Background: an optimization exercise with open tools, aiming at small area and a short achievable clock period. Do not read the settings as production practice. In this exercise RTL edits were held to simulation tests only and were not proved equivalent to the original. Power and IR drop assume default switching activity.

### run.sh
#!/bin/bash
# synth_recipe.tcl (not shown) runs the flow's synth.tcl, then flattens the netlist and writes it again
# the make line also repeats each setting of config.mk as NAME=value (left out here)
make -C /OpenROAD-flow-scripts/flow DESIGN_CONFIG=/design/flow/config.mk WORK_HOME=/design/flow/orfs CLKGATE_MAP_FILE= SYNTH_SCRIPT=/design/flow/synth_recipe.tcl finish
### config.mk
export PLATFORM = sky130hd
export DESIGN_NAME = final_top
export DESIGN_NICKNAME = final_top
export VERILOG_FILES = /design/flow/design.v
export SDC_FILE = /design/flow/constraint.sdc
export NUM_CORES = 4
export LEC_CHECK = 0
export CAP_MARGIN = 20
export CORE_MARGIN = 2
export CORE_UTILIZATION = 40
export SLEW_MARGIN = 20
### constraint.sdc
create_clock -name core_clock -period 4.5 [get_ports {clk}]
set_input_delay 0.9000 -clock core_clock [delete_from_list [all_inputs] [get_ports {clk}]]
set_output_delay 0.9000 -clock core_clock [all_outputs]
set_load 0.01 [all_outputs]
### design.v
module instruction_decoder (
    input [31:0] instruction,
    output reg [3:0] opcode,
    output reg [3:0] reg1,
    output reg [3:0] reg2,
    output reg [3:0] destReg,
    output reg [15:0] immediate
);
    always @(*) begin
        opcode = instruction[31:28];
        reg1 = instruction[27:24];
        reg2 = instruction[23:20];
        destReg = instruction[19:16];
        immediate = instruction[15:0];
    end
endmodule
module reg_file (
    input clk,
    input rst,  
    input [3:0] read_reg1,
    input [3:0] read_reg2,
    input [3:0] write_reg,
    input [15:0] write_data,
    input write_enable,
    output reg [15:0] read_data1,
    output reg [15:0] read_data2
);
    reg [255:0] registers;
    wire [15:0] regs_w [0:15];
    integer i;
    genvar g;
    generate
        for (g = 0; g < 16; g = g + 1) begin : rd
            assign regs_w[g] = registers[g*16 +: 16];
        end
    endgenerate
    always @(posedge clk or posedge rst) begin
        if (rst) begin
            registers <= 256'b0;
        end else begin
            for (i = 0; i < 16; i = i + 1) begin
                if (write_enable && write_reg == i)
                    registers[i*16 +: 16] <= write_data;
            end
        end
    end
    always @(*) begin
        read_data1 = (write_enable && write_reg == read_reg1) ? write_data : regs_w[read_reg1];
        read_data2 = (write_enable && write_reg == read_reg2) ? write_data : regs_w[read_reg2];
    end
endmodule
module alu (
    input [15:0] operand1,
    input [15:0] operand2,
    input carry_in,
    input [3:0] opcode,
    output reg [15:0] result,
    output reg zero,
    output reg carry_out
);
    always @(*) begin
        case (opcode)
            4'b0011: {carry_out, result} = operand1 + operand2 + carry_in;
            4'b0100: {carry_out, result} = operand1 - (operand2 + carry_in);
            4'b0101, 4'b1101: {carry_out, result} = {1'b0, operand1 & operand2};
            4'b0110, 4'b1110: {carry_out, result} = {1'b0, operand1 | operand2};
            4'b0111, 4'b1111: {carry_out, result} = {1'b0, operand1 ^ operand2};
            4'b1000: {carry_out, result} = {1'b0, operand1 << operand2};
            4'b1001: {carry_out, result} = {1'b0, operand1 >> operand2};
            4'b1010: {carry_out, result} = {1'b0, $signed(operand1) >>> operand2};
            4'b1011: {carry_out, result} = {1'b0, operand1 + operand2};  
            4'b1100: {carry_out, result} = {1'b0, operand1 - operand2};  
            default: {carry_out, result} = 17'b0;
        endcase
        zero = ({carry_out, result} == 17'b0) ? 1'b1 : 1'b0;
    end
endmodule
module final_top (
    input clk,
    input rst,  
    input [31:0] instruction,
    input [15:0] data_in,  
    output [15:0] data_out,  
    output [15:0] addr,  
    output we,  
    output [15:0] out_reg,  
    output zero,
    output carry
);
    wire [3:0] opcode, reg1, reg2, destReg;
    wire [15:0] alu_result, alu_operand1, alu_operand2, immediate, write_data, reg_data1, reg_data2;
    wire write_enable_rf, zero_d2, carry_d2;
    reg [31:0] instruction_d1;
    reg [15:0] alu_operand1_d2, alu_operand2_d2, addr_d2, data_out_d2, write_data_d3, alu_result_d3;
    reg [3:0] opcode_d2, destReg_d2, destReg_d3;
    reg we_d2, zero_d3, carry_d3, write_enable_rf_d3;
    instruction_decoder id (
        .instruction (instruction_d1),
        .opcode (opcode),
        .reg1 (reg1),
        .reg2 (reg2),
        .destReg (destReg),
        .immediate (immediate)
    );
    reg_file rf (
        .clk(clk),
        .rst(rst),
        .read_reg1(reg1),
        .read_reg2(reg2),
        .write_reg(destReg_d3),
        .write_data(write_data),
        .write_enable(write_enable_rf),
        .read_data1(reg_data1),
        .read_data2(reg_data2)
    );
    alu alu_unit (
        .operand1(alu_operand1),
        .operand2(alu_operand2),
        .carry_in(carry_d3),
        .opcode(opcode_d2),
        .result(alu_result),
        .zero(zero_d2),
        .carry_out(carry_d2)
    );
    always @(posedge clk or posedge rst) begin
        if (rst) begin
            instruction_d1 <= 32'b0;
        end else begin
            instruction_d1 <= instruction;
        end
    end
    always @(posedge clk or posedge rst) begin
        if (rst) begin
            opcode_d2 <= 4'b0;
            alu_operand1_d2 <= 16'b0;
            alu_operand2_d2 <= 16'b0;
            addr_d2 <= 16'b0;
            data_out_d2 <= 16'b0;
            we_d2 <= 1'b0;
            destReg_d2 <= 4'b0;
        end else begin
            opcode_d2 <= opcode;
            alu_operand1_d2 <= reg_data1;
            alu_operand2_d2 <= (opcode == 4'b1011 || opcode == 4'b1100 || opcode == 4'b1101 || opcode == 4'b1110 || opcode == 4'b1111) ? immediate : reg_data2;
            addr_d2 <= immediate;
            data_out_d2 <= (opcode == 4'b0001) ? reg_data1 : 16'b0;
            destReg_d2 <= destReg;
            we_d2 <= (opcode == 4'b0001);
        end
    end
    always @(posedge clk or posedge rst) begin
        if (rst) begin
            write_enable_rf_d3 <= 1'b0;
            write_data_d3 <= 16'b0;
            alu_result_d3 <= 16'b0;
            zero_d3 <= 1'b0;
            carry_d3 <= 1'b0;
            destReg_d3 <= 4'b0;
        end else begin
            carry_d3 <= carry_d2;  
            write_enable_rf_d3 <= !(opcode_d2 == 4'b0000 || opcode_d2 == 4'b0001);
            write_data_d3 <= (opcode_d2 == 4'b0010) ? data_in : alu_result;
            alu_result_d3 <= alu_result;
            zero_d3 <= zero_d2;
            destReg_d3 <= destReg_d2;
        end
    end
    assign alu_operand1 = alu_operand1_d2;
    assign alu_operand2 = alu_operand2_d2;
    assign write_enable_rf = write_enable_rf_d3;
    assign write_data = write_data_d3;
    assign out_reg = alu_result_d3;
    assign addr = addr_d2;
    assign data_out = data_out_d2;
    assign we = we_d2;
    assign zero = zero_d3;
    assign carry = carry_d3;
endmodule
==> notes.md <==
==> worst max-delay path, stage by stage (launching register included) <==
cell and delay [ns]:
sky130_fd_sc_hd__dfrtp_1 0.39, sky130_fd_sc_hd__nor4bb_1 0.48, sky130_fd_sc_hd__nor2_1 0.11, sky130_fd_sc_hd__xnor2_1 0.15
sky130_fd_sc_hd__ha_1 0.34, sky130_fd_sc_hd__nor2b_1 0.17, sky130_fd_sc_hd__o31a_1 0.30, sky130_fd_sc_hd__o31a_1 0.31
sky130_fd_sc_hd__o41ai_1 0.33, sky130_fd_sc_hd__buf_4 0.18, sky130_fd_sc_hd__xnor2_1 0.07, sky130_fd_sc_hd__a221o_1 0.38
sky130_fd_sc_hd__or4_1 0.53, sky130_fd_sc_hd__nor4_1 0.21, sky130_fd_sc_hd__nor4b_2 0.24
==> per-stage QoR <==
step           instance area (um^2)  setup TNS, ns
5_1_grt                       27300              0
2_1_floorplan                 22900        -714.31
4_1_cts                       27300              0
3_3_place_gp                  25600              0
6_report                      27300              0
3_5_place_dp                  25600              0
==> cell families (layout without fill, tap and decap cells) <==
family                   Yosys count  after routing  share of synthesized area
AO/OA/AOI/OAI                    603            603                      0.187
flip-flops                       400            400                      0.437
XOR/XNOR                          43             43                     0.0165
adder cells (fa/ha/maj)           83             83                     0.0470
multiplexers                     326            326                      0.167
buffers and inverters            205            394                     0.0346
AND/OR/NAND/NOR                  481            481                      0.110
other                              0              3                          0
==> state kept, by name, summed over array words and instances (netlist names) <==
register,flops
rf.registers,256
instruction_d1,32
addr_d2,16
alu_operand1_d2,16
alu_operand2_d2,16
alu_result_d3,16
data_out_d2,16
write_data_d3,16
destReg_d2,4
destReg_d3,4
opcode_d2,4
carry_d3,1
we_d2,1
write_enable_rf_d3,1
zero_d3,1
==> cells in the mapped netlist, types with 27 or more instances <==
master                     number
sky130_fd_sc_hd__nand3_1       52
sky130_fd_sc_hd__ha_1          78
sky130_fd_sc_hd__nand2b_1      29
sky130_fd_sc_hd__dfrtp_1      400
sky130_fd_sc_hd__inv_1         60
sky130_fd_sc_hd__a221oi_1      53
sky130_fd_sc_hd__a22oi_1      138
sky130_fd_sc_hd__xnor2_1       27
sky130_fd_sc_hd__a22o_1        59
sky130_fd_sc_hd__mux2i_1       32
sky130_fd_sc_hd__nor3_1        44
sky130_fd_sc_hd__nor2_1       105
sky130_fd_sc_hd__nand4_1       48
sky130_fd_sc_hd__mux2_2       276
sky130_fd_sc_hd__clkbuf_1     122
sky130_fd_sc_hd__o22ai_1       33
sky130_fd_sc_hd__nand2_1       97
sky130_fd_sc_hd__a21oi_1       89
sky130_fd_sc_hd__o21ai_0       79
==> cells in the final DEF, fill, tap and decap left out, drive strengths merged, types with 13 or more instances in the layout <==
cell,synthesis,final
o21a,20,20
mux2,276,276
mux2i,32,32
mux4,18,18
xnor2,27,27
inv,61,65
nand3,52,52
o21ai,81,81
a21o,23,23
a211oi,14,14
nand2,97,97
nor2,105,105
nor3,46,46
buf,19,147
dfrtp,400,400
o211ai,13,13
and2,19,19
a21oi,89,89
xor2,16,16
a22oi,138,138
ha,78,78
clkbuf,123,60
a221oi,53,53
nor2b,13,13
nand2b,29,29
clkdlybuf4s50,0,100
o22ai,34,34
nand4,49,49
a22o,59,59
==> metal layers <==
layer	GRT usage	wire, um
met1	0.393	35800
met3	0.0760	9370
met5	0	0
met2	0.517	44900
met4	0.216	7410
==> worst min-delay path by stage <==
stage	from	endpoint	cells past startpoint	slack, ns
2_1_floorplan	instruction_d1[16]	destReg_d2[0]	0	0.33
3_3_place_gp	destReg_d2[1]	destReg_d3[1]	0	0.34
3_5_place_dp	destReg_d2[0]	destReg_d3[0]	0	0.34
4_1_cts	instruction_d1[19]	destReg_d2[3]	0	0.35
5_1_grt	instruction_d1[19]	destReg_d2[3]	0	0.35
6_report	instruction_d1[19]	destReg_d2[3]	0	0.35
==> power by group <==
part           internal, uW  switching, uW  total, uW
Combinational          3450           4390       7840
Clock                  2450           1640       4090
Sequential             4970           1690       6660
Total                 10900           7720      18600
==> layout make-up <==
cell class | instances | area (um^2)
well taps | 756 | 946
clock inverters | 24 | 348
multi-input cells | 1536 | 12200
repair buffers | 247 | 2190
clock buffers | 60 | 1330
fillers | 5100 | 29200
diodes | 3 | 7.51
inverters | 63 | 240
flip-flops and latches | 400 | 10000
==> what timing repair did <==
item | CTS | global route
resized for setup | 0 | 1
setup endpoints to repair | 0 | 1
buffers inserted | 0 | 0
==> implementation parameters <==
Parameter                              Value

Status
  Result of the run    complete, no violations

Job
  Number of max-capacitance violations reported    0

Place
  Total half-perimeter wirelength after legalization and detailed placement    66700 um
  Final GP Congestion    1.05
  IO buf count    100
  Placed cell count    3001
  Setup Slack @ Placement    0.145 ns

Layout
  Core utilization of the finished layout    0.484
  Final cell count without fillers    3089
  Synth-to-layout area growth    19.3%
  Nets    2427
  Fraction of layout cells with a size suffix above 1    0.246

Clock network
  Cts hold-fix bufs    0
  Clock latency on the worst-skew pair    0.61 ns
  H-Tree Level Count    2
  CTS tree    built
  CTS Buf Count    46
  Total number of clock tree sinks    400
  Cell at the root of the clock tree    sky130_fd_sc_hd__clkbuf_16
  Clock-pin slew reported for the worst setup and hold paths after clock tree synthesis    0.06 ns
  Largest buffer count on any clock path    3

Timing
  Worst-Margin Slew    1.18 ns
  Clock period minus final worst setup slack    4.28 ns
  Final setup margin    0.225 ns
  Total count of hold-check failures in the final report    0
  RSZ-0062 raised after global routing    no
  Crit share post-route    0.950
  Max-slew violations    0
  Worst hold margin    0.347 ns
  Layout Skew    0.0352 ns
  Final setup viols    0
  Slew margin rel.    0.206
  Achievable clock frequency    234 MHz

Global route
  Wire length of the first global-routing pass    141000 um
  Largest net degree at the start of global routing    79
  Total global routing track utilization    0.325
  Via count of the first global-routing pass    20600
  Antenna violations before repair    5
  Remaining Overflow, GRT    0

Setup path
  Category of the worst setup path launch point    flip-flop
  Critical Path Source    opcode_d2[1]
  Critical path type    reg2reg
  R2r setup slk    0.22 ns
  Crit. End Element    flip-flop
  Critical-path maximum fanout    4
  Worst flop-to-flop path endpoint    zero_d3
  Path depth of the worst reg2reg path    14
  Signal arrival time at the worst endpoint    4.77 ns
  Capture point of the worst path    zero_d3
  Worst r2r src    opcode_d2[1]
  Data required time at the worst endpoint    4.99 ns

Die
  Initial core utilization    0.405
  Die span in x    243 um
  Number of placement rows    87
  Total Die Area    59200 um^2
  Die boundary height    243 um
  Number of top-level pins    101
  Core area    56500 um^2

Synthesis
  Proportion of register bits with asynchronous set or reset after synthesis    1.00
  Average size of a mapped cell    10.7 um^2
  Ys flop type    sky130_fd_sc_hd__dfrtp_1
  Post-synthesis instance total    2141
  Number of warnings reported in the yosys synthesis log    4
  Portion of the post-synthesis area used by sequential elements    0.437
  Flip-flop and latch count after synthesis    400
  Netlist cell types    80
  Summed instance area of the synthesized netlist    22900 um^2
  Syn Nets    2274
  Synth area leader    sky130_fd_sc_hd__dfrtp_1
  Number of flops mapped to enable cells by yosys    0
  Share of Yosys cell area claimed by the top area cell type    0.437
  Ranking of synthesized cells by area    sky130_fd_sc_hd__dfrtp_1, sky130_fd_sc_hd__mux2_2, sky130_fd_sc_hd__a22oi_1, sky130_fd_sc_hd__ha_1, sky130_fd_sc_hd__a22o_1

Drt
  Number of DRC markers in iteration 0    2488
  Via count    20500
  TritonRoute pass-1 iters    10
  DRC    0
  Routed Antenna Nets    0
  Routed vias/inst    6.64
  Routed WL per cell    31.6 um
  Routed Wire Length    97500 um

Power
  Total power per unit cell area    680 nW/um^2
  Final total power    18600 uW
  Highest ir drop seen on vdd    0.451 mV
  Static leakage    0.0118 uW

Min path
  Type of the tightest min-delay check    reg2reg

## static timing again, ports no longer ideal
No port has a modelled driver above. Below, the same layout with a new extraction and two added sets of constraints. Step 1 (the two cells are an assumption about what drives the block):
set clk [get_ports {clk}]
set_driving_cell -lib_cell sky130_fd_sc_hd__clkbuf_16 $clk
set_driving_cell -lib_cell sky130_fd_sc_hd__buf_2 [delete_from_list [all_inputs] $clk]
Step 2 adds t to the input delays and takes it off the output delays; t is the mean of the earliest and latest rising clock arrival at the registers after step 1. Input paths then give back, and output paths get back, about the clock's delay inside the block. a / b / c = ideal / step 1 / step 2; a / b = the first two.
t (ns): 0.649
setup WS [ns]: 0.225 / 0.225 / 0.225
clock arrival spread, ns: 0.036 / 0.035
worst data-port slew with drivers (ns): 0.05
After both steps this run still meets setup and hold. The setup slack of this run moves by 0.000 ns with the drivers and by 0.000 ns with both steps.
